This is an optimization exercise on Yosys and OpenROAD, whose aim is small area and a short achievable clock period, not a production implementation. Where RTL was checked, it was by simulation tests only, not by an equivalence proof against the original. No driver is modelled on the clock port, so clock power and skew are understated where the tree is cut down; a real chip needs a root buffer or a tree.

## juniper
==> flow/design.v (excerpt) <==
module uart_circle_area (
  input         clock,
  input         reset,
  input         rx_i,
  output [7:0]  rx_data,
  output [31:0] area_o,
  output reg    rx_data_valid,
  output reg    rx_error
);
  localparam IDLE = 4'b0000, CHECK_STOP = 4'b0001, ERROR = 4'b0010;
  reg [3:0]  state;
  reg [7:0]  shift;
  reg [17:0] acc;
  reg [1:0]  vg;
  wire       in_data = state[3];
  wire [2:0] cnt     = state[2:0];
  wire       in_cs   = (state == CHECK_STOP);
  wire       in_idle = (state == IDLE);
  always @(posedge clock) begin
    if (reset) begin
      state <= IDLE;
      shift <= 8'd0;
      rx_data_valid <= 1'b0;
      vg <= 2'b00;
      rx_error <= 1'b0;
    end else begin
      rx_error <= (state == ERROR);
      rx_data_valid <= in_cs ? rx_i : (in_idle & rx_data_valid);
      vg[0] <= in_cs ? rx_i : (in_idle & vg[0]);
      vg[1] <= in_cs ? rx_i : (in_idle & vg[1]);
      if (in_data) begin
        shift <= {rx_i, shift[7:1]};
        state <= (cnt == 3'd7) ? CHECK_STOP : state + 4'd1;
      end else if (in_cs) begin
        state <= rx_i ? IDLE : ERROR;
      end else if (in_idle) begin
        if (!rx_i) state <= 4'b1000;
      end else begin
        if (rx_i) state <= IDLE;
      end
    end
  end
  wire [7:0] mask = {cnt != 3'd0, cnt > 3'd1, cnt > 3'd2, cnt > 3'd3,
                     cnt > 3'd4, cnt > 3'd5, cnt > 3'd6, 1'b0};
  wire [7:0] sp   = shift & mask;
  wire [6:0] ahi  = (cnt == 3'd0) ? 7'd0 : acc[17:11];
  wire [8:0] sum;
  wire [8:2] sc;
  assign sum[0] = ahi[0];
  assign sum[1] = ahi[1] ^ sp[1];
  assign sc[2]  = ahi[1] & sp[1];
  genvar gi;
  generate
    for (gi = 2; gi < 7; gi = gi + 1) begin : g_sadd
      kmul_fa u_fa (.a(ahi[gi]), .b(sp[gi]), .ci(sc[gi]), .s(sum[gi]), .co(sc[gi+1]));
    end
  endgenerate
  assign sum[7] = ~(sp[7] ^ sc[7]);
  assign sum[8] = sp[7] | sc[7];
  wire [17:0] area;
  wire [15:0] s = acc[17:2];
  wire s1 = s[12] ^ s[8];
  wire c2 = s[12] & s[8];
  wire s3 = s[13] ^ s[9];
  wire c4 = s[13] & s[9];
  wire s5, c6;
  kmul_fa u_s5 (.a(s[14]), .b(s[10]), .ci(s[7]), .s(s5), .co(c6));
  wire s7, c8;
  kmul_fa u_s7 (.a(s[15]), .b(s[11]), .ci(s[8]), .s(s7), .co(c8));
  wire s9 = s[12] ^ s[9];
  wire c10 = s[12] & s[9];
  wire s11 = s[13] ^ s[10];
  wire c12 = s[13] & s[10];
  wire s13 = s[14] ^ s[11];
  ...
For scale: about 34 flip-flops, about 45 I/O pins, ~3600 µm² of cells after synthesis.
export LEC_CHECK = 0
export ABC_AREA = 1
export CAP_MARGIN = 20
export CORE_MARGIN = 2
export CORE_UTILIZATION = 40
export SLEW_MARGIN = 20
export SYNTH_HIERARCHICAL = 1
create_clock -name core_clock -period 24.0 [get_ports {clock}]
standard.sh (not shown) runs the stock make flow with config.mk's settings and CLKGATE_MAP_FILE= SYNTH_SCRIPT=/design/flow/synth_recipe.tcl, a recipe that flattens the netlist after the stock synthesis.
==> flow/flow/run.sh <==
#!/bin/bash
# The standard layout (the standard.sh: unchanged synthesis and steps) with
# these differences:
# - the port buffers that global placement puts on every input and output are
#   sky130_fd_sc_hd__buf_1 instead of the resizer's pick;
# - the tie-low cell that synthesis makes is not split into one cell per load
#   (SKIP_REPAIR_TIE_FANOUT), so the constant outputs share it;
# - after CTS, nbuf.tcl replaces the clock tree by 3 clkbuf_8 buffers, each fed
#   by the clock port and driving one placement cluster of the 34 flip-flops;
#   then the standard steps go on from global routing. The buffers are alike
#   and so are their loads, so all flip-flops see about the same clock arrival.
cp standard.sh standard.sh.txt
export BUFFER_PORTS_ARGS="-buffer_cell sky130_fd_sc_hd__buf_1"
export CTS_ARGS="-sink_clustering_enable -repair_clock_nets -buf_list sky130_fd_sc_hd__clkbuf_8 -root_buf sky130_fd_sc_hd__clkbuf_8 -dont_use_dummy_load"
export SKIP_REPAIR_TIE_FANOUT=1
bash standard.sh cts > standard_cts.log 2>&1
RES_DIR=orfs/results/sky130hd/uart_circle_area/base CLK_NET=clock NBUF=3 CLKBUF=sky130_fd_sc_hd__clkbuf_8 \
  openroad -no_init -exit flow/nbuf.tcl > nbuf.log 2>&1
bash standard.sh > standard.log 2>&1
Other scripts of this flow, unchanged in this note and not shown: flow/flow/nbuf.tcl
Input changes introduced in indigo (baseline for comparison: juniper):
diff --git a/flow/design.v b/flow/design.v
--- a/flow/design.v
+++ b/flow/design.v
@@ -1,48 +1,46 @@
 module uart_circle_area (
   input         clock,
   input         reset,
   input         rx_i,
   output [7:0]  rx_data,
   output [31:0] area_o,
   output reg    rx_data_valid,
-  output reg    rx_error
+  output        rx_error
 );
-  localparam IDLE = 4'b0000, CHECK_STOP = 4'b0001, ERROR = 4'b0010;
+  localparam IDLE = 4'b0000, IDLE_E = 4'b0100, CHECK_STOP = 4'b0001,
+             ERROR = 4'b0010, ERROR_E = 4'b0011;
   reg [3:0]  state;
   reg [7:0]  shift;
   reg [17:0] acc;
-  reg [1:0]  vg;
+  reg        vgn;
   wire       in_data = state[3];
   wire [2:0] cnt     = state[2:0];
   wire       in_cs   = (state == CHECK_STOP);
-  wire       in_idle = (state == IDLE);
+  wire       in_idle = (state == IDLE) | (state == IDLE_E);
   always @(posedge clock) begin
     if (reset) begin
       state <= IDLE;
       shift <= 8'd0;
       rx_data_valid <= 1'b0;
-      vg <= 2'b00;
-      rx_error <= 1'b0;
+      vgn <= 1'b1;
     end else begin
-      rx_error <= (state == ERROR);
       rx_data_valid <= in_cs ? rx_i : (in_idle & rx_data_valid);
-      vg[0] <= in_cs ? rx_i : (in_idle & vg[0]);
-      vg[1] <= in_cs ? rx_i : (in_idle & vg[1]);
+      vgn <= in_cs ? ~rx_i : (~in_idle | vgn);
       if (in_data) begin
         shift <= {rx_i, shift[7:1]};
         state <= (cnt == 3'd7) ? CHECK_STOP : state + 4'd1;
       end else if (in_cs) begin
         state <= rx_i ? IDLE : ERROR;
       end else if (in_idle) begin
-        if (!rx_i) state <= 4'b1000;
+        state <= rx_i ? IDLE : 4'b1000;
       end else begin
-        if (rx_i) state <= IDLE;
+        state <= rx_i ? IDLE_E : ERROR_E;
       end
     end
   end
   wire [7:0] mask = {cnt != 3'd0, cnt > 3'd1, cnt > 3'd2, cnt > 3'd3,
                      cnt > 3'd4, cnt > 3'd5, cnt > 3'd6, 1'b0};
   wire [7:0] sp   = shift & mask;
   wire [6:0] ahi  = (cnt == 3'd0) ? 7'd0 : acc[17:11];
   wire [8:0] sum;
   wire [8:2] sc;
@@ -151,31 +149,31 @@
   kmul_fa u_s89 (.a(~s[11]), .b(s47), .ci(c46), .s(s89), .co(c90));
   wire s91, c92;
   kmul_fa u_s91 (.a(~s[12]), .b(s49), .ci(c48), .s(s91), .co(c92));
   wire s93, c94;
   kmul_fa u_s93 (.a(~s[13]), .b(s[11]), .ci(c50), .s(s93), .co(c94));
   wire s95 = s[14] ^ s[12];
   wire c96 = ~s[14] & s[12];
   wire s97 = s[15] ^ s[13];
   wire c98 = ~s[15] & s[13];
-  wire p99 = s53 ^ c52;
+  wire p99 = ~s53 | c52;
   wire g100 = ~s53 & c52;
-  wire p101 = s55 ^ c54;
+  wire p101 = s55 | c54;
   wire g102 = s55 & c54;
-  wire p103 = s57 ^ c56;
+  wire p103 = s57 | c56;
   wire g104 = s57 & c56;
-  wire p105 = s59 ^ c58;
+  wire p105 = s59 | c58;
   wire g106 = s59 & c58;
-  wire p107 = s61 ^ c60;
+  wire p107 = s61 | c60;
   wire g108 = s61 & c60;
-  wire p109 = s63 ^ c62;
+  wire p109 = s63 | c62;
   wire g110 = s63 & c62;
-  wire p111 = s65 ^ c64;
+  wire p111 = s65 | c64;
   wire g112 = s65 & c64;
   wire p113 = s67 ^ c66;
   wire g114 = s67 & c66;
   wire p115 = s69 ^ c68;
   wire g116 = s69 & c68;
   wire p117 = s71 ^ c70;
   wire g118 = s71 & c70;
   wire p119 = s73 ^ c72;
   wire g120 = s73 & c72;
@@ -203,19 +201,19 @@
   wire g142 = ~s95 & c94;
   wire p143 = s97 ^ c96;
   wire g144 = ~s97 & c96;
   wire p145 = s[14] ^ c98;
   wire g146 = ~s[14] & c98;
   wire p147 = s[15] ^ s[14];
   wire g148 = ~s[15] & s[14];
   wire G149 = ~s[10] & ~s[9];
   wire G150 = s51 | (~s51 & G149);
-  wire G151 = g100 | (~p99 & G150);
+  wire G151 = g100 | (p99 & G150);
   wire G152 = g102 | (p101 & G151);
   wire G153 = g104 | (p103 & G152);
   wire G154 = g106 | (p105 & G153);
   wire G155 = g108 | (p107 & G154);
   wire G156 = g110 | (p109 & G155);
   wire G157 = g112 | (p111 & G156);
   wire G158 = g114 | (p113 & G157);
   wire G159 = g116 | (p115 & G158);
   wire G160 = g118 | (p117 & G159);
@@ -269,22 +267,23 @@
   wire x208 = p133 ^ G183;
   wire x209 = p135 ^ G194;
   wire x210 = p137 ^ G189;
   wire x211 = p139 ^ G195;
   wire x212 = ~p141 ^ G187;
   wire x213 = ~p143 ^ G196;
   wire x214 = ~p145 ^ G190;
   wire x215 = ~p147 ^ G197;
   assign area = {x215, x214, x213, x212, x211, x210, x209, x208, x207, x206, x205, x204, x203, x202, x201, x200, x199, x198};
-  wire [17:0] keep = in_cs ? area : acc;
+  wire [17:0] keep = in_cs ? ~area : acc;
   wire [8:0]  hi0  = in_data ? {2'b00, ahi} : keep[17:9];
   wire [8:0]  lo   = in_data ? acc[10:2] : keep[8:0];
   wire        take = in_data & rx_i;
   always @(posedge clock)
     acc <= {take ? sum : hi0, lo};
   assign rx_data = shift;
-  assign area_o  = {14'd0, acc & {{6{rx_data_valid}}, {6{vg[1]}}, {6{vg[0]}}}};
+  assign rx_error = (state == ERROR_E) | (state == IDLE_E);
+  assign area_o  = {14'd0, ~(acc | {18{vgn}})};
 endmodule
 module kmul_fa(input a, input b, input ci, output s, output co);
   assign s  = a ^ b ^ ci;
   assign co = (a & b) | (a & ci) | (b & ci);
 endmodule
### Flow results
Compared with juniper, in indigo biggest fanout along the worst timing path increased 20, XOR/XNOR share of the synthesized area essentially unchanged, post-synthesis average cell area decreased about 2.2%, worst hold margin essentially unchanged. Ratio of final minimum period to clock period for indigo is higher than for juniper. The most common cell after layout, fill and taps aside comes out sky130_fd_sc_hd__nand2_1 in one run and sky130_fd_sc_hd__inv_1 in the other, namely in juniper and indigo respectively.
No functional check of the RTL was part of indigo.

==> separate check: timing with driven ports <==
The flow's constraints put no driver on any port. The routed layouts listed below were extracted and timed again, unchanged, in two steps. Step 1, drivers: a clkbuf_16 drives clock and a buf_2 each remaining input, both assumed. Step 2 times the ports against the registers' clock, not the clock port: input delays grow and output delays shrink by t, the midpoint of the rising clock arrivals with the driver on. a / b / c = ideal ports / drivers / drivers and shift; a / b = the first two.
| run | t, ns | setup WS [ns] | worst setup path at the end |
|---|---|---|---|
| juniper | 0.191 | 18.093 / 18.039 / 18.115 | input to register |
| indigo | 0.183 | 17.418 / 17.372 / 17.555 | register to output |
After both steps setup and hold are still met in every run listed.
